Context: an optimization exercise on an open-source flow, tuned for small area, a short achievable clock period and few clock cycles per item. The choices shown serve that exercise and are no tape-out recipe. At most, simulation tests tie the RTL to the original design; equivalence was not proved. For run 8, only the layout was checked, not whether the RTL still works. Power is estimated from default activity; no workload was simulated.

<file path="flow/flow/run.sh">
#!/bin/bash
# The standard layout, with the resizer free to change a cell's footprint.
set -euo pipefail
bash standard.sh MATCH_CELL_FOOTPRINT=0 "BUFFER_PORTS_ARGS=-buffer_cell sky130_fd_sc_hd__buf_1" finish > standard.log 2>&1
</file>
<file path="flow/standard.sh">
#!/bin/bash
# synth_recipe.tcl (not shown) runs the flow's synth.tcl, then flattens the netlist and writes it again
# the make line also repeats each setting of config.mk as NAME=value (left out here)
make -C /OpenROAD-flow-scripts/flow DESIGN_CONFIG=/design/flow/config.mk WORK_HOME=/design/flow/orfs CLKGATE_MAP_FILE= SYNTH_SCRIPT=/design/flow/synth_recipe.tcl "${@:-finish}"
</file>
<file path="flow/config.mk">
export PLATFORM = sky130hd
export DESIGN_NAME = axi_system_top
export DESIGN_NICKNAME = axi_system_top
export VERILOG_FILES = /design/flow/design.v
export SDC_FILE = /design/flow/constraint.sdc
export NUM_CORES = 4
export LEC_CHECK = 0
export CAP_MARGIN = 20
export CORE_MARGIN = 2
export CORE_UTILIZATION = 66
export CTS_CLUSTER_DIAMETER = 80
export CTS_CLUSTER_SIZE = 30
export SETUP_SLACK_MARGIN = 2.1
export SLEW_MARGIN = 20
</file>
<file path="flow/constraint.sdc">
create_clock -name core_clock -period 4.0 [get_ports {aclk}]
set_input_delay 0.8000 -clock core_clock [delete_from_list [all_inputs] [get_ports {aclk}]]
set_output_delay 0.8000 -clock core_clock [all_outputs]
set_load 0.01 [all_outputs]
</file>
<file path="flow/design.v">
module register_file #(
    parameter DATA_WIDTH = 32,
    parameter NUM_REGS   = 16
)(
    input                       clk,
    input                       rst_n,
    input                       wr_req,
    input   [3:0]               wr_sel,
    input   [DATA_WIDTH-1:0]    wr_data,
    input   [DATA_WIDTH/8-1:0]  wr_strb,
    output reg                  wr_done,
    input                       rd_req,
    input   [3:0]               rd_sel,
    output reg [DATA_WIDTH-1:0] rd_data,
    output reg                  rd_done
);
    localparam NB = DATA_WIDTH/8;
    reg [DATA_WIDTH*NUM_REGS-1:0] regs;
    reg [NUM_REGS-1:0]            valid;
    wire [DATA_WIDTH-1:0] wr_data_m;
    genvar g;
    generate
        for (g = 0; g < NB; g = g + 1) begin : g_m
            assign wr_data_m[8*g +: 8] = wr_data[8*g +: 8] & {8{wr_strb[g]}};
        end
    endgenerate
    reg [3:0] wr_lo, wr_hi, rd_lo, rd_hi;
    integer j;
    always @(*)
        for (j = 0; j < 4; j = j + 1) begin
            wr_lo[j] = wr_req && wr_sel[1:0] == j;
            wr_hi[j] = wr_sel[3:2] == j;
            rd_lo[j] = rd_sel[1:0] == j;
            rd_hi[j] = rd_sel[3:2] == j;
        end
    reg [NUM_REGS-1:0] wr_hit;
    reg [NUM_REGS-1:0] rd_hit;
    integer r, b;
    always @(*)
        for (r = 0; r < NUM_REGS; r = r + 1) begin
            wr_hit[r] = wr_lo[r % 4] && wr_hi[r / 4];
            rd_hit[r] = rd_lo[r % 4] && rd_hi[r / 4] && valid[r];
        end
    always @(posedge clk or negedge rst_n) begin
        if (!rst_n) begin
            valid   <= {NUM_REGS{1'b0}};
            wr_done <= 1'b0;
            rd_done <= 1'b0;
        end else begin
            valid   <= valid | wr_hit;
            wr_done <= wr_req;
            rd_done <= rd_req;
        end
    end
    always @(posedge clk)
        for (r = 0; r < NUM_REGS; r = r + 1)
            for (b = 0; b < NB; b = b + 1)
                if (wr_lo[r % 4] && wr_hi[r / 4] && (wr_strb[b] || !valid[r]))
                    regs[r*DATA_WIDTH + 8*b +: 8] <= wr_data_m[8*b +: 8];
    reg [DATA_WIDTH-1:0] rd_next;
    always @(*) begin
        rd_next = {DATA_WIDTH{1'b0}};
        for (r = 0; r < NUM_REGS; r = r + 1)
            rd_next = rd_next | (regs[r*DATA_WIDTH +: DATA_WIDTH] & {DATA_WIDTH{rd_hit[r]}});
    end
    always @(posedge clk)
        rd_data <= rd_next;
endmodule
module axi_system_top #
(
    parameter ADDR_WIDTH = 32,
    parameter DATA_WIDTH = 32,
    parameter NUM_REGS   = 16
)
(
    input                       aclk,
    input                       aresetn,
    input                       m_wr_req,
    input   [ADDR_WIDTH-1:0]    m_wr_addr,
    input   [DATA_WIDTH-1:0]    m_wr_data,
    input   [DATA_WIDTH/8-1:0]  m_wr_strb,
    output                      m_wr_done,
    output  [1:0]               m_wr_resp,
    input                       m_rd_req,
    input   [ADDR_WIDTH-1:0]    m_rd_addr,
    output  [DATA_WIDTH-1:0]    m_rd_data,
    output                      m_rd_done,
    output  [1:0]               m_rd_resp
);
    register_file #(
        .DATA_WIDTH (DATA_WIDTH),
        .NUM_REGS   (NUM_REGS)
    ) u_regs (
        .clk     (aclk),
        .rst_n   (aresetn),
        .wr_req  (m_wr_req),
        .wr_sel  (m_wr_addr[5:2]),
        .wr_data (m_wr_data),
        .wr_strb (m_wr_strb),
        .wr_done (m_wr_done),
        .rd_req  (m_rd_req),
        .rd_sel  (m_rd_addr[5:2]),
        .rd_data (m_rd_data),
        .rd_done (m_rd_done)
    );
    assign m_wr_resp = 2'b00;
    assign m_rd_resp = 2'b00;
endmodule
</file>
==> results by group, run 1 <==
Status
  – Status: no timing/DRC/antenna violations

Logic synthesis
  – Dominant synthesized flop cell: edfxtp_1
  – Synthesis warning total: 1
  – Mapped Area: 20,450 µm²
  – EDFF count, synth: 512
  – Synth async-reset ratio: 0.03203
  – Biggest area consumer among synthesized cells: edfxtp_1
  – Post-synth top cells: edfxtp_1, a22oi_1, a21oi_1
  – Seq/Total Area, Yosys: 0.8053
  – #FFs+latches synth: approximately 560
  – Top cells by area, synth: edfxtp_1, a22oi_1, dfxtp_1
  – Yosys cell types: 31
  – Cell with the most instances after synthesis: edfxtp_1
  – Synth Area per Inst: 17.66 µm²
  – Yosys top cell area share: 0.7519
  – Post-synthesis cell count: 1,158

Clocking
  – Hold_buf cts: 0
  – CTS sink cnt: between 500 and 600
  – Total CTS buffers: 23
  – Worst skew pair latency: between 500 and 600 ps
  – Clk slew on worst S/H paths: approximately 110 ps
  – CTS Root Cell: clkbuf_16
  – Clk buf depth: 3
  – Htree depth: 1
  – CTS tree: built

Power
  – Clk pwr share: 0.279
  – Combinational Power Share: 0.073
  – Pwr/cell area: 445.4 nW/µm²
  – Sw Ratio: 0.2210
  – Internal power: 8.003 mW
  – Worst IR Drop VDD: about 0.38 mV
  – Total Power: 10.27 mW
  – Flop pwr share: 0.648
  – Leakage: 7.290 nW
  – P_sw: 2.270 mW

Worst setup path
  – Crit path DAT: 2220 ps
  – CP Max Fanout: 7
  – WS Path Type: input port to register
  – CP endpoint kind: register
  – Req. time, crit path: 4280 ps
  – Crit start category: input port

Floorplanning
  – Die width: 180.0 µm
  – FP Rows: 64
  – Core Area: between 30,000 and 40,000 µm²
  – DIE AREA: 32,400 µm²
  – Io pins: 142
  – Die Y-Extent: 180.0 µm
  – Initial Utilization: 0.6702

GRT
  – Vias in the first global route: roughly 11,000
  – Total GRT Usage: 0.2946
  – Largest net degree at the start of global routing: 33
  – Global-route wire length before repair: 70.72 mm
  – Total grt overflow: 0
  – Initial antenna violation count: 1

Placement
  – GP Congestion: 0.9556
  – Buffers on Ports: between 80 and 90
  – Placed Instance Area: 21,790 µm²
  – Dpl hpwl: just under 30 mm
  – Setup Slack @ Placement: 913.1 ps
  – Placed cells: 1,645

Cells and area
  – Nets@finish: 1,406
  – Layout Cells excl Fill: 1,715
  – Layout cells sized above 1: 0.1540
  – Final Cell Area: approximately 23,000 µm²
  – P&R area growth vs syn: 12.80%

STA
  – RSZ-0062 raised after global routing: yes
  – Fin crit share: 0.4845
  – FMAX: 516.0 MHz
  – Post-route setup TNS: 0 ps
  – Final worst slack: 2062 ps
  – Worst Skew: 19.86 ps
  – Relative slew margins: 0.4603
  – Tmin final: 1938 ps
  – Worst Tran Pin Value: 808.6 ps
  – Hold Fails Final Rpt: 0
  – Setup-failing EPs final: 0
  – Max-slew violation count: 0

Drt
  – Remaining antenna violation count: 0
  – Uppermost layer routed: met4
  – DR DRC count: 0
  – WL met1: 18.94 mm
  – Total Wirelength: about 48 mm
  – DR pass1 iterations: 7
  – Metal2 WL: approximately 23 mm
  – Drt wl/cell: 27.85 µm
  – Wire length on met3: 3.651 mm
  – Drt initial violations: 1,388
  – Vias/cell: about 6.7
  – Via Count: 11,460

Min path
  – Hold Path Class: input port to async pin

Run
  – MaxCap Viol Count: 0
-- layout by cell type, fill, tap and decap left out, types with 14 or more instances in the layout --
cell | netlist | layout
dfxtp_1 | 32 | 29
buf_1 | 0 | 67
a21oi_1 | 65 | 44
nand4_1 | 31 | 31
a22o_1 | 64 | 64
nand2_1 | 18 | 15
clkbuf_1 | 60 | 14
dfrtp_1 | 18 | 15
edfxtp_1 | 512 | 512
a21oi_4 | 0 | 21
and2_1 | 34 | 33
buf_4 | 4 | 91
clkbuf_16 | 0 | 23
nand2b_1 | 17 | 17
and4_1 | 31 | 30
a22oi_1 | 220 | 219
-- critical path: stages --
cell	delay [ps]
buf_1	260
nor2b_1	310
nand2_1	320
a21oi_1	300
buf_4	230
-- state kept, by name, summed over array words and instances, names as in the netlist --
register        cells
u_regs.regs       512
u_regs.rd_data     32
u_regs.valid       16
u_regs.rd_done      1
u_regs.wr_done      1
-- cell families after synthesis --
| group | count (synthesis) | share of synthesized area |
|---|---|---|
| compound gates | 353 | 0.1259 |
| buf+inv | 77 | 0.01542 |
| other cells | 1 | 0.0001834 |
| simple gates | 165 | 0.05318 |
| flops | 562 | 0.8053 |
-- final timing paths --
kind                       cells after the start  slack [ps]                  to        startpoint
max                                            5        2060    u_regs.regs[193]      m_wr_addr[3]
min reg2reg                                    2         500  u_regs.rd_data[31]   u_regs.regs[31]
max in group asynchronous                      2        3520     u_regs.valid[2]           aresetn
max reg2reg                                    6        2150  u_regs.rd_data[16]  u_regs.valid[11]
min in group core_clock                        1         320      u_regs.rd_done          m_rd_req
min                                            2         190      u_regs.rd_done           aresetn
-- through the flow --
| step | utilization | hold slack (ps) |
|---|---|---|
| CTS | 0.7483 | 187.5 |
| detailed placement | 0.7143 | 469.9 |
| floorplan | - | 444.4 |
| finish | 0.7559 | 185.2 |
| global placement | 0.7143 | 461.2 |
| global route | 0.7559 | 214.9 |
-- power groups by stage --
| stage | registers [mW] | clock network, mW | logic [mW] |
|---|---|---|---|
| 2_1_floorplan | 6.77 | 0 | 0.390 |
| 3_3_place_gp | 6.77 | 0 | 0.678 |
| 3_5_place_dp | 6.78 | 0 | 0.691 |
| 4_1_cts | 6.65 | 2.88 | 0.720 |
| 5_1_grt | 6.67 | 3.09 | 0.805 |
| 6_report | 6.66 | 2.87 | 0.751 |
-- what timing repair did --
action                                  in CTS  in global routing
setup buffers                               16                 12
gates resized for setup                     39                 30
endpoints found under the setup margin     148                205
pin swaps                                    3                  1
-- metal layers --
metal / vias up / global-route usage
met5: - / 0
met4: 0 / 0.09548
met3: 94 / 0.03355
met2: 567 / 0.4907
met1: 5766 / 0.4176
li1: 5028 / -
-- layout make-up --
cell class	count	area (µm²)
antenna	1	2.502
clock buffer	37	628.1
clock inverter	4	73.82
fill	1769	7446
inverter	4	22.52
multi-input combinational	522	4043
sequential	562	16470
tap	396	495.5
timing repair buffer	189	1325
Testbench counts, summed over its fixed seeds: cycles 6,168, items 8,192.
==> run 2: changes to the inputs <==
--- a/flow/config.mk
+++ b/flow/config.mk
@@ -10,5 +10,5 @@
 export CORE_UTILIZATION = 66
 export CTS_CLUSTER_DIAMETER = 80
 export CTS_CLUSTER_SIZE = 30
-export SETUP_SLACK_MARGIN = 2.1
+export SETUP_SLACK_MARGIN = 2.15
 export SLEW_MARGIN = 20
==> run 2 against run 1 <==
Net effect: global-route usage rose by 1.0 points; still clean on timing, DRC and antenna; critical path depth did not move; largest cell class unchanged; highest routed layer unchanged; first-iteration DRC count rose by 10%.
==> results by group, run 2 <==
STA
  – Tmin final: around 2000 ps
  – Relative slew margins: 0.5549
  – Worst Skew: around 23 ps
  – Fin crit share: 0.4938
  – RSZ-0062 raised after global routing: yes
  – Post-route setup TNS: 0 ps
  – Max-slew violation count: 0
  – FMAX: 506.2 MHz
  – Worst Tran Pin Value: 667.6 ps
  – Setup-failing EPs final: 0
  – Hold Fails Final Rpt: 0

GRT
  – Total grt overflow: 0
  – Met2 Usage GRT: 0.5033
  – M3 GR Usage: 0.03072
  – Largest net degree at the start of global routing: 32
  – Met1 Use GR: 0.4387
  – Total GRT Usage: 0.3048
  – Global-route wire length before repair: around 73 mm
  – Busiest grt layer: met2
  – Vias in the first global route: 11,480
  – Initial antenna violation count: 1

Logic synthesis
  – Post-synthesis cell count: 1,158
  – Seq/Total Area, Yosys: 0.8053
  – Synthesis warning total: 1
  – Yosys cell types: 31
  – Dominant synthesized flop cell: edfxtp_1
  – Top cells by area, synth: edfxtp_1, a22oi_1, dfxtp_1
  – Cell with the most instances after synthesis: edfxtp_1
  – EDFF count, synth: between 500 and 600
  – Synth Area per Inst: 17.66 µm²
  – Biggest area consumer among synthesized cells: edfxtp_1
  – #FFs+latches synth: 562
  – Mapped Area: approximately 20,000 µm²
  – Post-synth top cells: edfxtp_1, a22oi_1, a21oi_1
  – Synth async-reset ratio: 0.03203
  – Yosys top cell area share: 0.7519

Drt
  – DR DRC count: 0
  – Remaining antenna violation count: 0
  – Drt initial violations: 1,527
  – Drt wl/cell: roughly 29 µm
  – Vias/cell: 6.842
  – DR pass1 iterations: 5
  – Total Wirelength: roughly 51 mm
  – Via Count: 11,880

Worst setup path
  – WS Path Type: input port to register
  – Req. time, crit path: between 4000 and 5000 ps
  – Worst R2R Path Depth: 5
  – Slowest CP cell: nor3b_4
  – Crit path DAT: 2260 ps
  – CP endpoint kind: register
  – Cell Chain, Critical Path: buf_1, nor3b_4, nand2_2, a21oi_4, buf_12
  – CP Max Fanout: 8
  – Crit start category: input port
  – Max incr delay on CP: 460 ps

Clocking
  – Htree depth: 1
  – Worst skew pair latency: approximately 570 ps
  – Clk buf depth: 3
  – Hold_buf cts: 0
  – CTS Root Cell: clkbuf_16
  – Total CTS buffers: 23
  – CTS sink cnt: 562
  – Clk slew on worst S/H paths: approximately 110 ps
  – CTS tree: built

Floorplanning
  – Die Y-Extent: 180.0 µm
  – FP Rows: 64
  – Io pins: 142
  – Initial Utilization: 0.6702
  – DIE AREA: roughly 32,000 µm²
  – Die width: around 180 µm
  – Core Area: 30,510 µm²

Cells and area
  – Filler cell count: ~1,600
  – Layout cells sized above 1: 0.2485
  – Most frequent cells in the layout: edfxtp_1, a22oi_1, buf_4
  – Regs by FF count: u_regs.regs x512, u_regs.rd_data x32, u_regs.valid x16
  – Commonest non-fill, non-tap cell in the layout: edfxtp_1
  – P&R area growth vs syn: 18.72%
  – Top reg by flops: u_regs.regs
  – Flip-flop count of the largest register after layout: 512
  – Nets@finish: 1,429
  – Layout Cells excl Fill: 1,737

Placement
  – Buffers on Ports: 81
  – Dpl hpwl: ~30 mm
  – GP Congestion: 0.9586
  – Placed cells: 1,618

Power
  – Leakage: 7.672 nW
  – Worst IR Drop VDD: 0.4724 mV
  – Pwr/cell area: roughly 430 nW/µm²

Run
  – MaxCap Viol Count: 0

Status
  – Status: no timing/DRC/antenna violations

Min path
  – Hold Path Class: input port to async pin
==> run 2: changes by cell type in the layout (fill, tap and decap cells not counted), moves of 11 or more <==
cell	before	now
buf_4	91	70
a22oi_2	1	12
a21oi_1	44	16
buf_1	67	39
a22oi_1	219	208
buf_6	6	23
dfxtp_1	29	16
buf_12	13	45
a21oi_4	21	49
dfxtp_2	3	16
==> run 2: critical path, delay by kind of cell <==
family          cells  cell delay [ps]
compound gates      1              250
simple gates        2              790
buf+inv             2              410
==> run 2: layout make-up <==
type | instances | area (µm²) | share of cell area
Sequential cell | 562 | 16500 | 0.6798
Multi-Input combinational cell | 523 | 4497 | 0.1852
Timing Repair Buffer | 211 | 2074 | 0.08546
Clock buffer | 36 | 634.4 | 0.02613
Tap cell | 396 | 495.5 | 0.02041
Clock inverter | 4 | 42.54 | 0.001752
Inverter | 4 | 26.28 | 0.001082
Antenna cell | 1 | 2.502 | 0.0001031
==> run 2: path summary, 6_finish.rpt <==
| path | to | slack [ps] | from |
|---|---|---|---|
| setup / recovery | u_regs.regs[51] | 2020 | m_wr_req |
| hold / removal | u_regs.rd_done | 200 | aresetn |
| setup reg to reg | u_regs.rd_data[4] | 2120 | u_regs.valid[7] |
| hold reg to reg | u_regs.rd_data[16] | 500 | u_regs.regs[16] |
| max in group asynchronous | u_regs.valid[1] | 3520 | aresetn |
| min in group core_clock | u_regs.rd_done | 410 | m_rd_req |
==> run 2: per-stage QoR <==
| step | worst slack, ps | area [µm²] | utilization | power (mW) | hold slack, ps |
|---|---|---|---|---|---|
| floorplan | 1979 | 21130 | - | 7.203 | 444.4 |
| global placement | 1001 | 21920 | 0.7184 | 7.488 | 464.9 |
| detailed placement | 954.4 | 21920 | 0.7184 | 7.504 | 472.4 |
| CTS | 2068 | 23680 | 0.7762 | 10.35 | 201.3 |
| global route | 1996 | 24270 | 0.7956 | 10.72 | 204.8 |
| finish | 2025 | 24270 | 0.7956 | 10.45 | 201.3 |
==> run 2: kinds of logic after synthesis <==
logic type	synth area share
flops	0.8053
compound gates	0.1259
simple gates	0.05318
buf+inv	0.01542
other cells	0.0001834
==> run 2: power breakdown <==
group | total, mW | switching, mW | internal, mW
clock network | 2.83 | 1.70 | 1.13
registers | 6.70 | 0.151 | 6.55
logic | 0.920 | 0.538 | 0.382
total | 10.5 | 2.39 | 8.07
==> run 2: layer usage <==
| layer | share of wire | routed length [µm] |
|---|---|---|
| met5 | 0 | 0 |
| met1 | 0.39 | 20050 |
| met4 | 0.033 | 1682 |
| met2 | 0.50 | 25430 |
| met3 | 0.074 | 3762 |
==> run 2: what timing repair did <==
action	in CTS	in global routing
pin swaps	5	12
setup buffers	51	22
resized for setup	94	101
cloned	2	3
endpoints found under the setup margin	442	487
==> run 3: changes to the inputs <==
--- a/flow/config.mk
+++ b/flow/config.mk
@@ -7,8 +7,9 @@
 export LEC_CHECK = 0
 export CAP_MARGIN = 20
 export CORE_MARGIN = 2
-export CORE_UTILIZATION = 66
+export CORE_UTILIZATION = 50
 export CTS_CLUSTER_DIAMETER = 80
 export CTS_CLUSTER_SIZE = 30
-export SETUP_SLACK_MARGIN = 2.15
+export PLACE_DENSITY = 0.85
+export SETUP_SLACK_MARGIN = 2.1
 export SLEW_MARGIN = 20
==> run 3 against run 2 <==
Net effect: sequential power hardly changed; clock skew is 15 ps higher; cell count is 6.8% higher; design area is 2.2% lower; critical path depth is 2 higher; power is 0.93% lower; first-iteration DRC count is 42% higher; synthesized cell count stayed put; critical path type unchanged; largest power group unchanged; highest routed layer unchanged.
==> results by group, run 3 <==
Logic synthesis
  – Yosys cell types: 31
  – Cell with the most instances after synthesis: edfxtp_1
  – Synth Area per Inst: 17.66 µm²
  – Post-synth top cells: edfxtp_1, a22oi_1, a21oi_1
  – Dominant synthesized flop cell: edfxtp_1
  – Top cells by area, synth: edfxtp_1, a22oi_1, dfxtp_1
  – Post-synthesis cell count: roughly 1,200
  – #FFs+latches synth: 562
  – EDFF count, synth: 512
  – Synthesis warning total: 1
  – Synth async-reset ratio: 0.03203
  – Seq/Total Area, Yosys: 0.8053
  – Yosys top cell area share: 0.7519
  – Mapped Area: a little over 20,000 µm²
  – Biggest area consumer among synthesized cells: edfxtp_1

GRT
  – Largest net degree at the start of global routing: 32
  – Total grt overflow: 0
  – Initial antenna violation count: 1
  – Vias in the first global route: 12,040
  – Global-route wire length before repair: 74.53 mm
  – Total GRT Usage: 0.2398

Worst setup path
  – Crit path DAT: 2740 ps
  – Max incr delay on CP: 590 ps
  – Crit start category: input port
  – Slowest CP cell: nor3b_4
  – WS Path Type: input port to register
  – Crit-path leading delay family: simple AND/OR/NAND/NOR gates
  – Cell Chain, Critical Path: buf_2, nand3b_1, nor3b_4, buf_4, a22oi_1, nand4_1, nand4b_1
  – CP Max Fanout: 8
  – CP endpoint kind: register
  – Sum of buffers and inverters on the critical path: 2
  – Req. time, crit path: 4500 ps

Drt
  – Drt initial violations: 2,168
  – Via Count: 12,520
  – Total Wirelength: 55.47 mm
  – Remaining antenna violation count: 0
  – DR DRC count: 0
  – Vias/cell: approximately 6.7
  – Drt wl/cell: 29.90 µm
  – DR pass1 iterations: 8

STA
  – Max-slew violation count: 0
  – Tmin final: 2240 ps
  – Setup-failing EPs final: 0
  – Final worst slack: about 1800 ps
  – Post-route setup TNS: 0 ps
  – Hold Fails Final Rpt: 0
  – Fin crit share: 0.5599
  – Worst Skew: about 38 ps
  – FMAX: 446.5 MHz
  – Worst Tran Pin Value: around 900 ps
  – Relative slew margins: 0.3970
  – RSZ-0062 raised after global routing: yes

Cells and area
  – Filler cell count: 2,786
  – Regs by FF count: u_regs.regs x512, u_regs.rd_data x32, u_regs.valid x16
  – Top reg by flops: u_regs.regs
  – Layout cells sized above 1: 0.1861
  – Flip-flop count of the largest register after layout: 512
  – Most frequent cells in the layout: edfxtp_1, a22oi_1, buf_4
  – Nets@finish: 1,410
  – P&R area growth vs syn: 16.12%
  – Commonest non-fill, non-tap cell in the layout: edfxtp_1
  – Layout Cells excl Fill: ~1,900

Floorplanning
  – Io pins: 142
  – DIE AREA: roughly 43,000 µm²
  – Initial Utilization: 0.5042
  – Die width: 206.2 µm
  – FP Rows: 74
  – Die Y-Extent: 206.2 µm
  – Core Area: 40,550 µm²

Placement
  – Dpl hpwl: 31.38 mm
  – Buffers on Ports: 81
  – GP Congestion: 0.9764
  – Setup Slack @ Placement: 823.2 ps
  – Placed cells: 1,757

Clocking
  – Total CTS buffers: 22
  – CTS Root Cell: clkbuf_16
  – Clk slew on worst S/H paths: ~120 ps
  – CTS sink cnt: 562
  – Htree depth: 1
  – CTS tree: built
  – Worst skew pair latency: 590 ps
  – Clk buf depth: 3

Min path
  – Hold Path Class: input port to async pin

Power
  – Clk pwr share: 0.270
  – Sw Ratio: 0.2292
  – P_sw: 2.374 mW
  – Worst IR Drop VDD: 0.3214 mV
  – Combinational Power Share: 0.085
  – Leakage: 7.369 nW
  – Flop pwr share: 0.645
  – Internal power: between 7 and 8 mW
  – Pwr/cell area: 436.2 nW/µm²

Run
  – MaxCap Viol Count: 0

Status
  – Status: no timing/DRC/antenna violations
[run 3: cell counts after synthesis]
No cell type changed its count.
[run 3: kinds of logic (layout without fill, tap and decap cells)]
group           count (synthesis)  after routing  share of synthesized area
simple gates                  165            166                    0.05318
flops                         562            562                     0.8053
other cells                     1              5                  0.0001834
compound gates                353            353                     0.1259
buf+inv                        77            237                    0.01542
[run 3: final cells by class]
cell class | count | area, µm² | area share
timing repair buffer | 193 | 1588 | 0.06687
antenna | 1 | 2.502 | 0.0001054
clock buffer | 39 | 645.6 | 0.02719
tap | 532 | 665.6 | 0.02803
inverter | 4 | 22.52 | 0.0009485
clock inverter | 1 | 8.758 | 0.0003689
multi-input combinational | 523 | 4330 | 0.1824
sequential | 562 | 16480 | 0.6941
[run 3: stage by stage]
step	power [mW]	hold WS [ps]	utilization	instance area (µm²)
2_1_floorplan	7.158	444.4	-	20780
3_3_place_gp	7.430	473.3	0.5371	21780
3_5_place_dp	7.463	480.1	0.5371	21780
4_1_cts	10.15	188.4	0.5666	22980
5_1_grt	10.59	189.6	0.5855	23740
6_report	10.36	173.5	0.5855	23740
[run 3: layer usage]
layer / part of all wire / wire length, µm / vias to the layer above / global-route usage
met2: 0.48 / 26500 / 1093 / 0.3858
met5: 0 / 0 / - / 0
met1: 0.36 / 19730 / 6174 / 0.3290
li1: - / - / 5036 / -
met4: 0.050 / 2772 / 0 / 0.09133
met3: 0.12 / 6472 / 217 / 0.04305
[run 3: power groups by stage]
| stage | Clock (mW) | Sequential [mW] | Combinational [mW] |
|---|---|---|---|
| 6_report | 2.80 | 6.68 | 0.880 |
| 5_1_grt | 2.99 | 6.68 | 0.921 |
| 4_1_cts | 2.75 | 6.67 | 0.736 |
| 3_5_place_dp | 0 | 6.78 | 0.679 |
| 3_3_place_gp | 0 | 6.78 | 0.650 |
| 2_1_floorplan | 0 | 6.77 | 0.390 |
[run 3: final timing paths]
| path | start | end | slack, ps | depth (start not counted) |
|---|---|---|---|---|
| min in group core_clock | m_rd_req | u_regs.rd_done | 350 | 1 |
| worst max register to register | u_regs.valid[12] | u_regs.rd_data[2] | 1860 | 5 |
| worst max-delay path | m_rd_addr[2] | u_regs.rd_data[2] | 1760 | 7 |
| worst min-delay path | aresetn | u_regs.valid[4] | 170 | 2 |
| worst min register to register | u_regs.regs[5] | u_regs.rd_data[5] | 510 | 2 |
| max in group asynchronous | aresetn | u_regs.rd_done | 3540 | 2 |
[run 3: repair_timing]
action	4_1_cts	5_1_grt
hold buffers	0	0
gates cloned	1	2
gates resized for setup	81	67
endpoints found under the setup margin	282	483
setup buffers	20	34
pin swaps	5	7
==> run 4: changes to the inputs <==
--- a/flow/config.mk
+++ b/flow/config.mk
@@ -7,9 +7,8 @@
 export LEC_CHECK = 0
 export CAP_MARGIN = 20
 export CORE_MARGIN = 2
-export CORE_UTILIZATION = 50
+export CORE_UTILIZATION = 60
 export CTS_CLUSTER_DIAMETER = 80
 export CTS_CLUSTER_SIZE = 30
-export PLACE_DENSITY = 0.85
 export SETUP_SLACK_MARGIN = 2.1
 export SLEW_MARGIN = 20
==> run 4 against run 3 <==
Net effect: still clean; clock power grew 1%; via count down 8.5%; global-route usage grew 3.8 points; utilization increased by 11 points; wire length fell by 11%; register-to-register slack improved by 310 ps; combinational power decreased by 11%; sequential share of layout area is 0.82 points higher; count of clock-buffer cells in the layout fell by 1; hold slack improved by 19 ps; die area fell by 16%; setup slack better by 310 ps; critical endpoint is now u_regs.regs[327]; largest cell class unchanged.
==> results by group, run 4 <==
Cells and area
  – Top reg by flops: u_regs.regs
  – Layout Cells excl Fill: roughly 1,800
  – Most frequent cells in the layout: edfxtp_1, a22oi_1, buf_4
  – Nets@finish: 1,423
  – Area occupied by registers: 16,480 µm²
  – Filler cell count: 2,246
  – Inserted Diodes: 0
  – Regs by FF count: u_regs.regs x512, u_regs.rd_data x32, u_regs.valid x16
  – Commonest non-fill, non-tap cell in the layout: edfxtp_1
  – Area occupied by multi-input gates: 4096 µm²
  – P&R area growth vs syn: 14.74%
  – Layout cells sized above 1: 0.1753
  – Flip-flop count of the largest register after layout: approximately 500

STA
  – FMAX: between 500 and 600 MHz
  – Fin crit share: 0.4815
  – Relative slew margins: 0.4746
  – RSZ-0062 raised after global routing: yes
  – Hold Fails Final Rpt: 0
  – Worst Skew: roughly 14 ps
  – Setup-failing EPs final: 0
  – Tmin final: 1926 ps
  – Max-slew violation count: 0
  – Worst Tran Pin Value: 787.3 ps
  – Post-route setup TNS: 0 ps

Logic synthesis
  – Mapped Area: 20,450 µm²
  – Dominant synthesized flop cell: edfxtp_1
  – Biggest area consumer among synthesized cells: edfxtp_1
  – Yosys cell types: 31
  – Synth async-reset ratio: 0.03203
  – Seq/Total Area, Yosys: 0.8053
  – Synthesis warning total: 1
  – EDFF count, synth: 512
  – Synth Area per Inst: 17.66 µm²
  – #FFs+latches synth: 562
  – Top cells by area, synth: edfxtp_1, a22oi_1, dfxtp_1
  – Post-synthesis cell count: 1,158
  – Cell with the most instances after synthesis: edfxtp_1
  – Post-synth top cells: edfxtp_1, a22oi_1, a21oi_1
  – Yosys top cell area share: 0.7519

Clocking
  – Clk buf depth: 3
  – Htree depth: 1
  – CTS sink cnt: 562
  – Worst skew pair latency: 570 ps
  – Total CTS buffers: 23
  – CTS Root Cell: clkbuf_16
  – Hold_buf cts: 0
  – Clk slew on worst S/H paths: about 110 ps
  – CTS tree: built

Drt
  – Drt wl/cell: 27.67 µm
  – Vias/cell: 6.426
  – Wire length on met3: 3.009 mm
  – Metal2 WL: 24.44 mm
  – Drt initial violations: about 1,200
  – DR DRC count: 0
  – Remaining antenna violation count: 0
  – DR pass1 iterations: 5
  – Via Count: 11,460
  – WL met1: ~20 mm
  – Uppermost layer routed: met4
  – Total Wirelength: 49.33 mm

GRT
  – Global-route wire length before repair: just over 70 mm
  – Largest net degree at the start of global routing: 32
  – Total grt overflow: 0
  – Vias in the first global route: 11,170
  – Initial antenna violation count: 0
  – Total GRT Usage: 0.2776

Placement
  – Placed cells: 1,700
  – Buffers on Ports: 81
  – GP Congestion: 0.9068
  – Dpl hpwl: 29.49 mm

Worst setup path
  – R2R Setup Slk: 2170 ps
  – WS Path Type: input port to register
  – Worst reg2reg endpoint: u_regs.rd_data[20]
  – Crit start category: input port
  – Reg-to-reg startpoint: u_regs.valid[3]
  – Req. time, crit path: approximately 4300 ps
  – CP endpoint kind: register
  – Crit path DAT: 2200 ps
  – CP Max Fanout: 8
  – Worst R2R Path Depth: 6

Run
  – MaxCap Viol Count: 0

Floorplanning
  – FP Rows: 67
  – DIE AREA: 35,570 µm²
  – Initial Utilization: 0.6098
  – Die width: 188.6 µm
  – Core Area: around 34,000 µm²
  – Die Y-Extent: 188.6 µm
  – Io pins: 142

Power
  – Worst IR Drop VDD: just under 0.4 mV
  – Pwr/cell area: roughly 440 nW/µm²
  – Leakage: 7.439 nW

Min path
  – Hold Path Class: input port to async pin

Status
  – Status: no timing/DRC/antenna violations
run 4: changes by cell type in the layout (fill, tap and decap cells not counted), moves of 3 or more:
cell      change
dfrtp_2       -3
a21oi_4      -20
a21oi_1      +20
buf_12        -6
clkbuf_2      +5
nand2_1       +4
dfxtp_2       +3
dfrtp_1       +3
nand2_2       -4
buf_4        +15
run 4: final cells by class:
type	instances	area share
multi-input cells	524	0.1746
clock buffers	38	0.02736
repair buffers	204	0.06891
flip-flops and latches	562	0.7023
clock inverters	3	0.001920
well taps	448	0.02389
inverters	4	0.0009600
run 4: cell families (layout without fill, tap and decap cells):
family	count (synthesis)	after routing	share of synthesized area
flip-flops	562	562	0.8053
AO/OA/AOI/OAI	353	353	0.1259
AND/OR/NAND/NOR	165	167	0.05318
buffers and inverters	77	249	0.01542
other	1	4	0.0001834
run 4: layer usage:
metal,track usage,up-vias
li1,-,5080
met5,0,-
met4,0.08504,0
met3,0.02943,61
met1,0.3969,5885
met2,0.4591,431
run 4: metrics by stage:
step,total power [mW],worst slack (ps),utilization,hold slack (ps),cell area [µm²]
5_1_grt,10.59,2046,0.6996,191.7,23460
3_5_place_dp,7.478,1096,0.6527,475.0,21890
6_report,10.29,2074,0.6996,192.3,23460
2_1_floorplan,7.158,1953,-,444.4,20780
4_1_cts,10.26,1946,0.6869,192.0,23030
3_3_place_gp,7.465,803.0,0.6526,470.2,21880
run 4: worst max-delay path by stage:
stage	startpoint	to	slack, ps	cells past startpoint
2_1_floorplan	m_wr_strb[0]	u_regs.regs[128]	1950	3
3_3_place_gp	m_rd_addr[2]	u_regs.rd_data[28]	800	8
3_5_place_dp	m_wr_addr[5]	u_regs.regs[351]	1100	5
4_1_cts	m_wr_req	u_regs.regs[65]	1950	4
5_1_grt	m_wr_addr[3]	u_regs.regs[327]	2050	5
6_report	m_wr_addr[3]	u_regs.regs[327]	2070	5
run 4: worst max-delay path, stage by stage:
cell	delay [ps]
buf_1	290
nor2b_1	340
nand2_1	320
a21oi_1	220
buf_4	220
run 4: repair_timing:
| action | CTS | global route |
|---|---|---|
| resized for setup | 60 | 38 |
| buffers inserted | 19 | 17 |
| endpoints found under the hold margin | 0 | 0 |
| endpoints found under the setup margin | 125 | 292 |
| gates cloned | 3 | 3 |
| pin swaps | 7 | 8 |
run 4: power by group:
group / internal (mW) / switching [mW] / leakage [nW]
Clock: 1.14 / 1.70 / 0.328
Sequential: 6.55 / 0.120 / 5.14
Combinational: 0.295 / 0.485 / 1.97
Total: 7.98 / 2.30 / 7.44
==> run 5: changes to the inputs <==
--- a/flow/config.mk
+++ b/flow/config.mk
@@ -7,8 +7,9 @@
 export LEC_CHECK = 0
 export CAP_MARGIN = 20
 export CORE_MARGIN = 2
-export CORE_UTILIZATION = 60
+export CORE_UTILIZATION = 64
 export CTS_CLUSTER_DIAMETER = 80
 export CTS_CLUSTER_SIZE = 30
+export PLACE_DENSITY = 0.75
 export SETUP_SLACK_MARGIN = 2.1
 export SLEW_MARGIN = 20
==> run 5 against run 4 <==
Net effect: still clean on timing, DRC and antenna; design area decreased by 1.5%; combinational power shrank 3.3%; count of clock-buffer cells in the layout stayed put; non-clock buffer count shrank 16; register-to-register slack barely moved; maximum frequency down 0.78%; clock power about the same; via count is 3.9% higher; synthesized area stayed put; synthesized cell count stayed put; critical path depth unchanged; largest power group unchanged.
==> results by group, run 5 <==
Status
  – Status: no timing/DRC/antenna violations

Cells and area
  – Regs by FF count: u_regs.regs x512, u_regs.rd_data x32, u_regs.valid x16
  – P&R area growth vs syn: 13.07%
  – Commonest non-fill, non-tap cell in the layout: edfxtp_1
  – Layout Cells excl Fill: 1,722
  – Flip-flop count of the largest register after layout: just over 500
  – Layout cells sized above 1: 0.1495
  – Filler cell count: 1,855
  – Layout Utilization: 0.7346
  – Most frequent cells in the layout: edfxtp_1, a22oi_1, buf_4
  – Nets@finish: 1,406
  – Top reg by flops: u_regs.regs

Floorplanning
  – Core Area: 31,470 µm²
  – DIE AREA: between 30,000 and 40,000 µm²
  – FP Rows: 65
  – Io pins: 142
  – Die Y-Extent: 182.7 µm
  – Initial Utilization: 0.6497
  – Die width: approximately 180 µm

STA
  – FMAX: between 500 and 600 MHz
  – Hold Fails Final Rpt: 0
  – Max-slew violation count: 0
  – RSZ-0062 raised after global routing: yes
  – Relative slew margins: 0.4106
  – Tmin final: 1941 ps
  – Fin crit share: 0.4852
  – Worst Skew: 24.22 ps
  – Worst Tran Pin Value: 883.1 ps
  – Post-route setup TNS: 0 ps
  – Setup-failing EPs final: 0

Logic synthesis
  – #FFs+latches synth: 562
  – Seq/Total Area, Yosys: 0.8053
  – Yosys cell types: 31
  – Mapped Area: 20,450 µm²
  – Cell with the most instances after synthesis: edfxtp_1
  – Top cells by area, synth: edfxtp_1, a22oi_1, dfxtp_1
  – Dominant synthesized flop cell: edfxtp_1
  – EDFF count, synth: 512
  – Synthesis warning total: 1
  – Yosys top cell area share: 0.7519
  – Synth async-reset ratio: 0.03203
  – Post-synth top cells: edfxtp_1, a22oi_1, a21oi_1
  – Synth Area per Inst: 17.66 µm²
  – Biggest area consumer among synthesized cells: edfxtp_1
  – Post-synthesis cell count: approximately 1,200

Drt
  – Uppermost layer routed: met4
  – Total Wirelength: between 50 and 60 mm
  – Drt wl/cell: 29.47 µm
  – Vias/cell: 6.913
  – DR pass1 iterations: 7
  – Drt initial violations: 1,750
  – Via Count: 11,900
  – Wire length on met3: 4.923 mm
  – DR DRC count: 0
  – Metal2 WL: 25.01 mm
  – Remaining antenna violation count: 0
  – WL met1: 19.08 mm

Clocking
  – Htree depth: 1
  – Worst skew pair latency: roughly 560 ps
  – CTS sink cnt: between 500 and 600
  – Hold_buf cts: 0
  – Clk slew on worst S/H paths: ~100 ps
  – CTS tree: built
  – Clk buf depth: 3
  – CTS Root Cell: clkbuf_16
  – Total CTS buffers: 23

GRT
  – Total GRT Usage: 0.2988
  – Vias in the first global route: 11,360
  – Largest net degree at the start of global routing: 33
  – Total grt overflow: 0
  – Global-route wire length before repair: 71.93 mm
  – Initial antenna violation count: 1

Worst setup path
  – Req. time, crit path: 4250 ps
  – CP Max Fanout: 8
  – CP endpoint kind: register
  – Crit path DAT: 2190 ps
  – WS Path Type: input port to register
  – Crit start category: input port

Run
  – MaxCap Viol Count: 0

Power
  – Internal power: about 8.0 mW
  – Total Power: 10.25 mW
  – Leakage: 7.263 nW
  – Clk pwr share: 0.276
  – P_sw: ~2.3 mW
  – Combinational Power Share: 0.074
  – Pwr/cell area: ~440 nW/µm²
  – Worst IR Drop VDD: 0.3417 mV
  – Flop pwr share: 0.650
  – Sw Ratio: 0.2238

Placement
  – Dpl hpwl: 29.77 mm
  – GP Congestion: between 0.9 and 1
  – Placed cells: 1,649
  – Buffers on Ports: approximately 80

Min path
  – Hold Path Class: input port to async pin
-- run 5: worst max-delay path: stages --
cell and delay (ps):
buf_1 310, nor2b_2 300, nand2_1 310, a21oi_1 220, buf_4 240
-- run 5: power groups by stage --
stage          Combinational [mW]  Sequential (mW)  Clock, mW
5_1_grt                     0.803             6.67       3.03
2_1_floorplan               0.390             6.77          0
3_3_place_gp                0.662             6.77          0
6_report                    0.754             6.66       2.83
3_5_place_dp                0.682             6.77          0
4_1_cts                     0.701             6.65       2.84
-- run 5: per-layer routing --
layer,global-route usage,up-vias
li1,-,5034
met1,0.4257,5990
met2,0.4897,762
met3,0.03832,118
met4,0.1006,0
met5,0,-
-- run 5: final timing paths --
check	cells past startpoint	slack, ps	startpoint	end
min	2	210	aresetn	u_regs.wr_done
max	5	2060	m_wr_addr[2]	u_regs.regs[289]
min reg2reg	2	490	u_regs.regs[57]	u_regs.rd_data[25]
max reg2reg	6	2170	u_regs.valid[1]	u_regs.rd_data[29]
min in group core_clock	1	340	m_rd_req	u_regs.rd_done
max in group asynchronous	2	3520	aresetn	u_regs.valid[1]
-- run 5: per-stage QoR --
| step | setup WS, ps | cell area [µm²] | hold WS [ps] |
|---|---|---|---|
| floorplan | 1953 | 20780 | 444.4 |
| global placement | 934.1 | 21760 | 468.5 |
| detailed placement | 823.3 | 21760 | 473.8 |
| CTS | 1871 | 22670 | 195.4 |
| global route | 1954 | 23120 | 219.1 |
| finish | 2059 | 23120 | 206.2 |
-- run 5: logic make-up after synthesis --
group	Yosys count	share of synthesized area
flops	562	0.8053
compound gates	353	0.1259
other cells	1	0.0001834
buf+inv	77	0.01542
simple gates	165	0.05318
-- run 5: timing repair --
action                                  4_1_cts  5_1_grt
gates resized for setup                      36       34
endpoints found under the setup margin      160      279
pin swaps                                     2        2
gates cloned                                  0        1
setup buffers                                 6       23
-- run 5: final cells by class --
cell class                      instances  area, µm²  area share
Clock buffer                           38      641.9     0.02776
Multi-Input combinational cell        523       4095      0.1771
Tap cell                              402      503.0     0.02176
Inverter                                4      18.77   0.0008118
Sequential cell                       562      16470      0.7125
Clock inverter                          3      40.04    0.001732
Timing Repair Buffer                  188       1343     0.05807
Antenna cell                            2      5.005   0.0002165
==> run 6: changes to the inputs <==
--- a/flow/config.mk
+++ b/flow/config.mk
@@ -7,9 +7,9 @@
 export LEC_CHECK = 0
 export CAP_MARGIN = 20
 export CORE_MARGIN = 2
-export CORE_UTILIZATION = 64
-export CTS_CLUSTER_DIAMETER = 80
-export CTS_CLUSTER_SIZE = 30
-export PLACE_DENSITY = 0.75
+export CORE_UTILIZATION = 60
+export CTS_BUF_LIST = sky130_fd_sc_hd__clkbuf_4 sky130_fd_sc_hd__clkbuf_8
+export CTS_CLUSTER_DIAMETER = 40
+export CTS_CLUSTER_SIZE = 12
 export SETUP_SLACK_MARGIN = 2.1
 export SLEW_MARGIN = 20
==> run 6 against run 5 <==
Net effect: power rose by 15%; sequential power barely moved; clock power rose by 52%; critical path depth did not move; via count fell by 2.5%; combinational power rose by 3.8%; non-clock buffer count rose by 9; hold slack got worse by 51 ps; flip-flop and latch count did not move; critical endpoint is now u_regs.regs[5]; utilization fell by 1.5 points.
==> results by group, run 6 <==
Logic synthesis
  – Top cells by area, synth: edfxtp_1, a22oi_1, dfxtp_1
  – Yosys cell types: 31
  – Post-synthesis cell count: 1,158
  – Seq/Total Area, Yosys: 0.8053
  – EDFF count, synth: 512
  – #FFs+latches synth: 562
  – Post-synth top cells: edfxtp_1, a22oi_1, a21oi_1
  – Dominant synthesized flop cell: edfxtp_1
  – Mapped Area: 20,450 µm²
  – Synthesis warning total: 1
  – Cell with the most instances after synthesis: edfxtp_1
  – Synth async-reset ratio: 0.03203
  – Biggest area consumer among synthesized cells: edfxtp_1
  – Yosys top cell area share: 0.7519
  – Synth Area per Inst: 17.66 µm²

STA
  – Tmin final: 1965 ps
  – Fin crit share: 0.4912
  – FMAX: roughly 510 MHz
  – Relative slew margins: 0.4537
  – Worst Tran Pin Value: 818.5 ps
  – Post-route setup TNS: 0 ps
  – Hold Fails Final Rpt: 0
  – Worst Skew: 33.88 ps
  – Setup-failing EPs final: 0
  – Final worst slack: 2035 ps
  – Max-slew violation count: 0
  – RSZ-0062 raised after global routing: yes

Floorplanning
  – Initial Utilization: 0.6098
  – Core Area: 33,530 µm²
  – Die width: 188.6 µm
  – Die Y-Extent: between 150 and 200 µm
  – FP Rows: 67
  – Io pins: 142
  – DIE AREA: roughly 36,000 µm²

Cells and area
  – P&R area growth vs syn: 17.95%
  – Commonest non-fill, non-tap cell in the layout: edfxtp_1
  – Flip-flop count of the largest register after layout: slightly above 500
  – Nets@finish: 1,459
  – Most frequent cells in the layout: edfxtp_1, a22oi_1, buf_4
  – Final Cell Area: 24,120 µm²
  – Inserted Diodes: 0
  – Top reg by flops: u_regs.regs
  – Regs by FF count: u_regs.regs x512, u_regs.rd_data x32, u_regs.valid x16
  – Layout Cells excl Fill: 1,852
  – Layout cells sized above 1: 0.2301

Drt
  – Remaining antenna violation count: 0
  – DR pass1 iterations: 5
  – Drt wl/cell: approximately 27 µm
  – Metal2 WL: 24.46 mm
  – WL met1: 20.35 mm
  – Vias/cell: roughly 6.3
  – Drt initial violations: 1,146
  – Total Wirelength: 49.20 mm
  – Uppermost layer routed: met4
  – DR DRC count: 0
  – Via Count: ~12,000
  – Wire length on met3: 2.988 mm

Power
  – Flop pwr share: 0.567
  – Worst IR Drop VDD: between 0.3 and 0.4 mV
  – Combinational Power Share: 0.067
  – Leakage: 7.844 nW
  – Pwr/cell area: just under 500 nW/µm²
  – Sw Ratio: 0.2221
  – Clk pwr share: 0.366
  – Internal power: 9.142 mW
  – P_sw: ~2.6 mW

Status
  – Status: no timing/DRC/antenna violations

Clocking
  – CTS sink cnt: 562
  – Htree depth: 3
  – Worst skew pair latency: about 620 ps
  – CTS Root Cell: clkbuf_8
  – Clk buf depth: 3
  – Clk slew on worst S/H paths: 80 ps
  – CTS tree: built
  – Total CTS buffers: 66

Placement
  – GP Congestion: a little over 0.9
  – Placed Instance Area: 21,890 µm²
  – Setup Slack @ Placement: ~1100 ps
  – Dpl hpwl: between 20 and 30 mm
  – Buffers on Ports: around 80
  – Placed cells: 1,700

Worst setup path
  – WS Path Type: input port to register
  – Crit start category: input port
  – Req. time, crit path: 4300 ps
  – Crit path DAT: 2270 ps
  – CP Max Fanout: 8
  – CP endpoint kind: register

GRT
  – Initial antenna violation count: 0
  – Vias in the first global route: about 11,000
  – Total grt overflow: 0
  – Global-route wire length before repair: 72.69 mm
  – Total GRT Usage: 0.2821
  – Largest net degree at the start of global routing: 25

Min path
  – Hold Path Class: input port to async pin

Run
  – MaxCap Viol Count: 0
## run 6: metal layers
metal,GRT usage,up-vias
li1,-,5172
met2,0.4591,469
met1,0.3930,5891
met4,0.1091,0
met3,0.04004,78
met5,0,-
## run 6: kinds of logic after synthesis
kind of cell | share of synthesized area
AND/OR/NAND/NOR | 0.05318
flip-flops | 0.8053
AO/OA/AOI/OAI | 0.1259
buffers and inverters | 0.01542
other | 0.0001834
## run 6: cell type report
| type | count | area, µm² |
|---|---|---|
| Tap cell | 448 | 560.5 |
| Clock inverter | 28 | 342.8 |
| Timing Repair Buffer | 197 | 1503 |
| Clock buffer | 89 | 1112 |
| Inverter | 4 | 22.52 |
| Multi-Input combinational cell | 524 | 4099 |
| Fill cell | 2172 | 9414 |
| Sequential cell | 562 | 16480 |
## run 6: metrics by stage
| step | hold WS [ps] | power (mW) | util |
|---|---|---|---|
| floorplan | 444.4 | 7.158 | - |
| global placement | 470.2 | 7.465 | 0.6526 |
| detailed placement | 475.0 | 7.478 | 0.6527 |
| CTS | 123.2 | 11.78 | 0.7052 |
| global route | 154.5 | 12.11 | 0.7193 |
| finish | 155.5 | 11.75 | 0.7193 |
## run 6: worst max-delay path, cell delays in order
cell and delay, ps:
buf_1 260, nor3b_4 380, nand2_1 390, a21oi_4 260, buf_12 160
## run 6: worst paths after layout
path	startpoint	end	slack [ps]	cells after the start
setup / recovery	m_wr_req	u_regs.regs[5]	2040	5
hold / removal	aresetn	u_regs.valid[1]	160	2
setup reg to reg	u_regs.valid[0]	u_regs.rd_data[5]	2180	4
hold reg to reg	u_regs.regs[4]	u_regs.rd_data[4]	490	2
max in group asynchronous	aresetn	u_regs.valid[2]	3570	2
min in group core_clock	m_rd_req	u_regs.rd_done	300	1
## run 6: timing repair
item                                    4_1_cts  5_1_grt
endpoints found under the setup margin      141      238
resized for setup                            70       45
endpoints found under the hold margin         0        0
hold buffers                                  0        0
pin swaps                                     4       11
gates cloned                                  2        0
setup buffers                                13       20
## run 6: power groups by stage
stage          clock, mW  combinational, mW  sequential (mW)
3_3_place_gp           0              0.690             6.77
2_1_floorplan          0              0.390             6.77
6_report            4.31              0.783             6.66
5_1_grt             4.61              0.840             6.67
3_5_place_dp           0              0.699             6.78
4_1_cts             4.37              0.745             6.66
==> run 7: changes to the inputs <==
==> flow/flow/run.sh (replaced) <==
#!/bin/bash
# The standard layout, with the resizer free to change a cell's footprint
# and plain buf_1 cells as the port buffers (upsized by the resizer as needed).
set -euo pipefail
bash standard.sh MATCH_CELL_FOOTPRINT=0 "BUFFER_PORTS_ARGS=-buffer_cell sky130_fd_sc_hd__buf_1" finish > standard.log 2>&1
==> flow/config.mk (replaced) <==
export PLATFORM = sky130hd
export DESIGN_NAME = axi_system_top
export DESIGN_NICKNAME = axi_system_top
export VERILOG_FILES = /design/flow/design.v
export SDC_FILE = /design/flow/constraint.sdc
export NUM_CORES = 4
export LEC_CHECK = 0
export CAP_MARGIN = 20
export CORE_MARGIN = 2
export CORE_UTILIZATION = 68
export CTS_CLUSTER_DIAMETER = 80
export CTS_CLUSTER_SIZE = 30
export SETUP_SLACK_MARGIN = 2.1
export SLEW_MARGIN = 20
==> run 7 against run 6 <==
Net effect: wire length increased by 3.8%; non-clock buffer count is 4 lower; design area fell by 4.0%; combinational power up 0.8%; global-route usage is 3.7 points higher; synthesized cell count unchanged; count of clock-buffer cells in the layout down 52; sequential power hardly changed; critical path depth up 3; hold slack gained 47 ps; sequential share of layout area up 2.9 points.
==> results by group, run 7 <==
Worst setup path
  – WS Path Type: input port to register
  – Crit path DAT: around 2300 ps
  – CP endpoint kind: register
  – Req. time, crit path: about 4400 ps
  – Worst R2R Path Depth: 6
  – Crit start category: input port
  – CP Max Fanout: 16

Clocking
  – Clk buf depth: 3
  – CTS Root Cell: clkbuf_16
  – Htree depth: 1
  – CTS sink cnt: 562
  – Hold_buf cts: 0
  – Total CTS buffers: 22
  – CTS tree: built
  – Clk slew on worst S/H paths: 110 ps
  – Worst skew pair latency: 560 ps

STA
  – Hold Fails Final Rpt: 0
  – Setup-failing EPs final: 0
  – RSZ-0062 raised after global routing: yes
  – Relative slew margins: 0.3459
  – FMAX: around 530 MHz
  – Post-route setup TNS: 0 ps
  – Worst Skew: approximately 16 ps
  – Worst Tran Pin Value: approximately 980 ps
  – Tmin final: 1894 ps
  – Max-slew violation count: 0
  – Fin crit share: 0.4735

Cells and area
  – Commonest non-fill, non-tap cell in the layout: edfxtp_1
  – P&R area growth vs syn: 13.18%
  – Filler cell count: around 1,700
  – Top reg by flops: u_regs.regs
  – Flip-flop count of the largest register after layout: 512
  – Regs by FF count: u_regs.regs x512, u_regs.rd_data x32, u_regs.valid x16
  – Most frequent cells in the layout: edfxtp_1, a22oi_1, buf_4
  – Layout cells sized above 1: 0.1536
  – Nets@finish: approximately 1,400

Logic synthesis
  – Cell with the most instances after synthesis: edfxtp_1
  – Yosys cell types: 31
  – Post-synth top cells: edfxtp_1, a22oi_1, a21oi_1
  – Biggest area consumer among synthesized cells: edfxtp_1
  – Dominant synthesized flop cell: edfxtp_1
  – Synthesis warning total: 1
  – Top cells by area, synth: edfxtp_1, a22oi_1, dfxtp_1
  – Synth Area per Inst: 17.66 µm²
  – Synth async-reset ratio: 0.03203
  – EDFF count, synth: about 500
  – #FFs+latches synth: 562
  – Mapped Area: 20,450 µm²
  – Yosys top cell area share: 0.7519
  – Post-synthesis cell count: 1,158
  – Seq/Total Area, Yosys: 0.8053

Drt
  – Drt wl/cell: 29.80 µm
  – Total Wirelength: around 51 mm
  – DR pass1 iterations: 8
  – Remaining antenna violation count: 0
  – DR DRC count: 0
  – Via Count: 11,920
  – Drt initial violations: 1,853
  – Vias/cell: 6.957

Min path
  – Hold Path Class: input port to async pin

Power
  – Worst IR Drop VDD: 0.4070 mV
  – Pwr/cell area: 442.2 nW/µm²
  – Total Power: approximately 10 mW
  – Leakage: 7.315 nW

GRT
  – Total GRT Usage: 0.3195
  – Vias in the first global route: 11,270
  – Initial antenna violation count: 3
  – Global-route wire length before repair: 71.46 mm
  – Total grt overflow: 0
  – Largest net degree at the start of global routing: 33

Run
  – MaxCap Viol Count: 0

Placement
  – Dpl hpwl: 29.70 mm
  – Buffers on Ports: 81
  – GP Congestion: approximately 0.93

Status
  – Status: no timing/DRC/antenna violations

Floorplanning
  – Core Area: 29,640 µm²
  – Die width: about 180 µm
  – Io pins: 142
  – Die Y-Extent: approximately 180 µm
  – DIE AREA: between 30,000 and 40,000 µm²
  – Initial Utilization: 0.6899
  – FP Rows: 63
[run 7: cell counts after synthesis]
Identical to the previous run, type by type.
[run 7: area by class of cell]
cell class / instances / area [µm²] / area share
Antenna cell: 1 / 2.502 / 0.0001081
Timing Repair Buffer: 193 / 1390 / 0.06007
Multi-Input combinational cell: 524 / 4108 / 0.1775
Sequential cell: 562 / 16470 / 0.7118
Tap cell: 390 / 488.0 / 0.02109
Clock inverter: 2 / 35.03 / 0.001514
Clock buffer: 37 / 628.1 / 0.02714
Inverter: 4 / 18.77 / 0.0008110
[run 7: power breakdown]
group | switching [mW] | leakage (nW) | internal, mW
combinational | 0.507 | 1.85 | 0.282
clock | 1.63 | 0.318 | 1.16
sequential | 0.117 | 5.14 | 6.54
[run 7: routing by layer]
layer,routed length [µm],vias to the layer above,global-route usage
met5,13,-,0
met4,1857,2,0.1018
met3,5397,129,0.05420
met2,23940,782,0.4953
met1,19840,5959,0.4747
li1,-,5046,-
[run 7: final timing paths]
kind,from,to,slack [ps]
max reg2reg,u_regs.valid[10],u_regs.rd_data[2],2110
min reg2reg,u_regs.regs[39],u_regs.rd_data[7],500
max in group asynchronous,aresetn,u_regs.valid[1],3540
max,m_rd_addr[3],u_regs.rd_data[2],2110
min in group core_clock,m_rd_req,u_regs.rd_done,360
min,aresetn,u_regs.wr_done,200
[run 7: cell families after synthesis]
logic type / count (synthesis) / synth area share
and+or+nand+nor: 165 / 0.05318
other: 1 / 0.0001834
DFF: 562 / 0.8053
buffers and inverters: 77 / 0.01542
AOI/OAI and AO/OA: 353 / 0.1259
[run 7: timing repair]
action                                  in CTS  in global routing
resized for setup                           55                 23
buffers inserted                            21                 12
endpoints found under the setup margin     206                154
cloned                                       1                  3
pin swaps                                    4                  5
[run 7: through the flow]
stage                       util  instances  hold WS, ps  worst slack, ps  instance area [µm²]
after CTS                 0.7736       1697        200.6             2033                22930
after global placement    0.7340       1636        469.6            952.4                21750
after detailed placement  0.7340       1636        469.5            906.3                21750
after global routing      0.7807       1712        211.3             2071                23140
final                     0.7808       1713        202.6             2106                23140
after floorplan                -       1161        444.4             1953                20780
[run 7: worst max-delay path, stage by stage]
cell	delay, ps
buf_1	120
buf_12	160
and2_1	200
buf_6	190
a22o_1	250
a22oi_1	200
nand4_1	180
nand4b_1	220
==> run 8: changes to the inputs <==
--- a/flow/design.v
+++ b/flow/design.v
@@ -39,7 +39,7 @@
     always @(*)
         for (r = 0; r < NUM_REGS; r = r + 1) begin
             wr_hit[r] = wr_lo[r % 4] && wr_hi[r / 4];
-            rd_hit[r] = rd_lo[r % 4] && rd_hi[r / 4] && valid[r];
+            rd_hit[r] = rd_lo[r % 4] && rd_hi[r / 4];
         end
     always @(posedge clk or negedge rst_n) begin
         if (!rst_n) begin
@@ -57,12 +57,17 @@
             for (b = 0; b < NB; b = b + 1)
                 if (wr_lo[r % 4] && wr_hi[r / 4] && (wr_strb[b] || !valid[r]))
                     regs[r*DATA_WIDTH + 8*b +: 8] <= wr_data_m[8*b +: 8];
-    reg [DATA_WIDTH-1:0] rd_next;
+    reg [DATA_WIDTH-1:0] rd_mux;
+    reg                  rd_valid;
     always @(*) begin
-        rd_next = {DATA_WIDTH{1'b0}};
-        for (r = 0; r < NUM_REGS; r = r + 1)
-            rd_next = rd_next | (regs[r*DATA_WIDTH +: DATA_WIDTH] & {DATA_WIDTH{rd_hit[r]}});
+        rd_mux   = {DATA_WIDTH{1'b0}};
+        rd_valid = 1'b0;
+        for (r = 0; r < NUM_REGS; r = r + 1) begin
+            rd_mux   = rd_mux | (regs[r*DATA_WIDTH +: DATA_WIDTH] & {DATA_WIDTH{rd_hit[r]}});
+            rd_valid = rd_valid | (valid[r] & rd_hit[r]);
+        end
     end
+    wire [DATA_WIDTH-1:0] rd_next = rd_mux & {DATA_WIDTH{rd_valid}};
     always @(posedge clk)
         rd_data <= rd_next;
 endmodule
==> flow/flow/run.sh (replaced) <==
#!/bin/bash
# The standard layout, with the resizer free to change a cell's footprint.
set -euo pipefail
bash standard.sh MATCH_CELL_FOOTPRINT=0 "BUFFER_PORTS_ARGS=-buffer_cell sky130_fd_sc_hd__buf_1" finish > standard.log 2>&1
==> run 8 against run 7 <==
Net effect: hold slack worse by 29 ps; global-route usage is 1.0 points higher; maximum frequency is 17% lower; synthesized area is 6.9% higher; still clean on timing, DRC and antenna; combinational power is 38% higher; flip-flop and latch count stayed put; via count is 15% higher; cell count is 14% higher; setup slack worse by 400 ps; die area is 6.7% higher; highest routed layer is now met4; wire length is 14% higher; largest power group unchanged; power is 3.4% higher.
==> results by group, run 8 <==
Status
  – Status: no timing/DRC/antenna violations

Clocking
  – CTS tree: built
  – Htree depth: 1
  – CTS Root Cell: clkbuf_16
  – CTS sink cnt: 562
  – Clk buf depth: 3
  – Total CTS buffers: 23
  – Worst skew pair latency: 580 ps
  – Clk slew on worst S/H paths: approximately 110 ps

Power
  – Leakage: approximately 8.7 nW
  – Pwr/cell area: 410.1 nW/µm²
  – Worst IR Drop VDD: 0.4395 mV

Cells and area
  – Commonest non-fill, non-tap cell in the layout: edfxtp_1
  – Layout Cells excl Fill: 1,954
  – Nets@finish: roughly 1,600
  – Layout Utilization: 0.8161
  – Regs by FF count: u_regs.regs x512, u_regs.rd_data x32, u_regs.valid x16
  – Most frequent cells in the layout: edfxtp_1, a22o_1, mux2i_1
  – P&R area growth vs syn: 18.12%
  – Flip-flop count of the largest register after layout: 512
  – Top reg by flops: u_regs.regs
  – Layout cells sized above 1: 0.2058
  – Final Cell Area: 25,820 µm²

Logic synthesis
  – Yosys top cell area share: 0.7034
  – Post-synthesis cell count: 1,374
  – Synth Area per Inst: 15.91 µm²
  – Synth async-reset ratio: 0.03203
  – Yosys cell types: 37
  – #FFs+latches synth: 562
  – Synthesis warning total: 1
  – Cell with the most instances after synthesis: edfxtp_1
  – Mapped Area: 21,860 µm²
  – Seq/Total Area, Yosys: 0.7533
  – Dominant synthesized flop cell: edfxtp_1
  – EDFF count, synth: 512
  – Top cells by area, synth: edfxtp_1, a22o_1, mux2i_1
  – Biggest area consumer among synthesized cells: edfxtp_1
  – Post-synth top cells: edfxtp_1, a21oi_1, a22o_1

STA
  – FMAX: 436.8 MHz
  – Max-slew violation count: 0
  – Fin crit share: 0.5724
  – Setup-failing EPs final: 0
  – Worst Tran Pin Value: around 880 ps
  – Tmin final: ~2300 ps
  – Hold Fails Final Rpt: 0
  – RSZ-0062 raised after global routing: yes
  – Relative slew margins: 0.4166
  – Post-route setup TNS: 0 ps
  – Worst Skew: 26.43 ps

Placement
  – Buffers on Ports: 81
  – Placed Instance Area: 22,990 µm²
  – GP Congestion: 0.9588
  – Placed cells: approximately 1,800
  – Dpl hpwl: between 30 and 40 mm

Worst setup path
  – Req. time, crit path: 4450 ps
  – Crit-path leading delay family: compound AO/OA/AOI/OAI gates
  – Crit path DAT: 2740 ps
  – Sum of buffers and inverters on the critical path: 5
  – Cell Chain, Critical Path: buf_12, clkinvlp_4, a221o_1, a222oi_1, buf_4, o211ai_1, buf_4, buf_12, o221a_1
  – WS Path Type: input port to register
  – Slowest CP cell: a222oi_1
  – CP Max Fanout: 32
  – Crit start category: input port
  – Max incr delay on CP: 420 ps
  – CP endpoint kind: register

Floorplanning
  – Initial Utilization: 0.6909
  – Io pins: 142
  – FP Rows: 65
  – DIE AREA: about 34,000 µm²
  – Die width: 183.3 µm
  – Die Y-Extent: roughly 180 µm
  – Core Area: 31,640 µm²

Drt
  – DR pass1 iterations: 7
  – Drt initial violations: 2,079
  – Total Wirelength: 58.25 mm
  – DR DRC count: 0
  – Via Count: 13,760
  – Drt wl/cell: 29.81 µm
  – Vias/cell: 7.039
  – Remaining antenna violation count: 0

GRT
  – Total GRT Usage: 0.3300
  – Vias in the first global route: between 10,000 and 15,000
  – Initial antenna violation count: 1
  – Total grt overflow: 0
  – Largest net degree at the start of global routing: 66
  – Global-route wire length before repair: 80.96 mm

Run
  – MaxCap Viol Count: 0

Min path
  – Hold Path Class: input port to async pin
run 8: changes by cell type in the layout (fill, tap and decap cells not counted), moves of 40 or more:
| cell | delta |
|---|---|
| a22o_1 | +61 |
| mux2i_1 | +93 |
| buf_12 | +40 |
| a21oi_4 | +41 |
| a22oi_1 | -216 |
| nand2_1 | +51 |
run 8: routing by layer:
layer  GRT usage  part of all wire  wire (µm)
met4      0.1101             0.042       2449
met2      0.5389              0.49      28270
met3     0.04210             0.087       5078
met5           0                 0          0
met1      0.4712              0.39      22450
run 8: cell type report:
type / count / area [µm²]
sequential: 562 / 16480
tap: 402 / 503.0
antenna: 2 / 5.005
fill: 1569 / 5818
multi-input combinational: 711 / 5919
clock inverter: 5 / 47.55
clock buffer: 36 / 624.3
inverter: 6 / 37.54
timing repair buffer: 230 / 2206
run 8: cells by family after synthesis:
family                 after synthesis  synth area share
AND/OR/NAND/NOR                    184           0.03933
other                                1         0.0001716
multiplexers                        99           0.04568
AO/OA/AOI/OAI                      423            0.1424
flip-flops                         562            0.7533
buffers and inverters              105           0.01912
run 8: final timing paths:
path | startpoint | end | slack, ps | cells past startpoint
setup / recovery | m_rd_addr[3] | u_regs.rd_data[8] | 1710 | 9
max in group asynchronous | aresetn | u_regs.valid[2] | 3440 | 1
hold / removal | aresetn | u_regs.valid[14] | 170 | 1
setup reg to reg | u_regs.valid[9] | u_regs.rd_data[8] | 1760 | 7
hold reg to reg | u_regs.regs[235] | u_regs.rd_data[11] | 650 | 3
min in group core_clock | m_rd_req | u_regs.rd_done | 330 | 1
run 8: repair_timing:
action	CTS	global route
hold endpoints to repair	0	0
hold buffers	0	0
pin swaps	34	2
cloned	5	0
setup buffers	81	31
setup endpoints to repair	416	525
gates resized for setup	118	42
run 8: per-stage QoR:
stage	total power, mW	setup slack (ps)	hold WS [ps]
2_1_floorplan	7.277	1271	504.4
3_3_place_gp	7.568	753.5	613.3
3_5_place_dp	7.593	684.0	618.0
4_1_cts	10.46	1895	324.4
5_1_grt	10.85	1711	199.9
6_report	10.59	1710	173.8
run 8: power breakdown:
part           leakage (nW)  total (mW)  internal (mW)  switching (mW)
registers              5.14        6.67           6.53           0.146
logic                  3.23        1.09          0.413           0.677
clock network         0.323        2.82           1.12            1.71
total                  8.69        10.6           8.06            2.53
run 8: worst reg2reg max path, delay by kind of cell (launching register included):
family                 cells  cell delay, ps
flip-flops                 1             460
AO/OA/AOI/OAI              4            1060
buffers and inverters      3             610

[static timing again, ports no longer ideal]
In the flow no input, the clock included, has a driving cell. The finished layouts below were timed again as built, in two steps.
Step 1 sets driving cells, clkbuf_16 on the clock port and buf_2 on the other inputs (assumed; they add their load-dependent delay and slew).
Step 2 times the ports against the registers' clock, not the clock port: input delays grow and output delays shrink by t, the midpoint of the rising clock arrivals with the driver on.
a / b / c = ideal ports / drivers / drivers and shift; a / b = the first two.
run | t, ns | setup WS [ns] | hold slack, ns | worst register clock-pin slew, ns
run 1 | 0.614 | 2.062 / 2.033 / 1.419 | 0.185 / 0.160 / 0.497 | 0.11 / 0.11
run 2 | 0.609 | 2.025 / 2.054 / 1.445 | 0.201 / 0.173 / 0.499 | 0.12 / 0.12
run 3 | 0.621 | 1.760 / 1.748 / 1.128 | 0.174 / 0.150 / 0.511 | 0.12 / 0.12
run 4 | 0.615 | 2.074 / 2.065 / 1.450 | 0.192 / 0.162 / 0.495 | 0.11 / 0.11
run 5 | 0.602 | 2.059 / 2.010 / 1.408 | 0.206 / 0.185 / 0.489 | 0.11 / 0.11
run 6 | 0.650 | 2.035 / 2.063 / 1.413 | 0.155 / 0.131 / 0.490 | 0.08 / 0.08
run 7 | 0.605 | 2.106 / 2.084 / 1.494 | 0.203 / 0.178 / 0.502 | 0.12 / 0.12
run 8 | 0.615 | 1.710 / 1.591 / 0.976 | 0.174 / 0.144 / 0.648 | 0.12 / 0.12
After both steps every run listed still meets setup and hold. For run 8, which loses most, drivers alone change the setup slack by -0.119 ns; drivers and shift together by -0.734 ns.
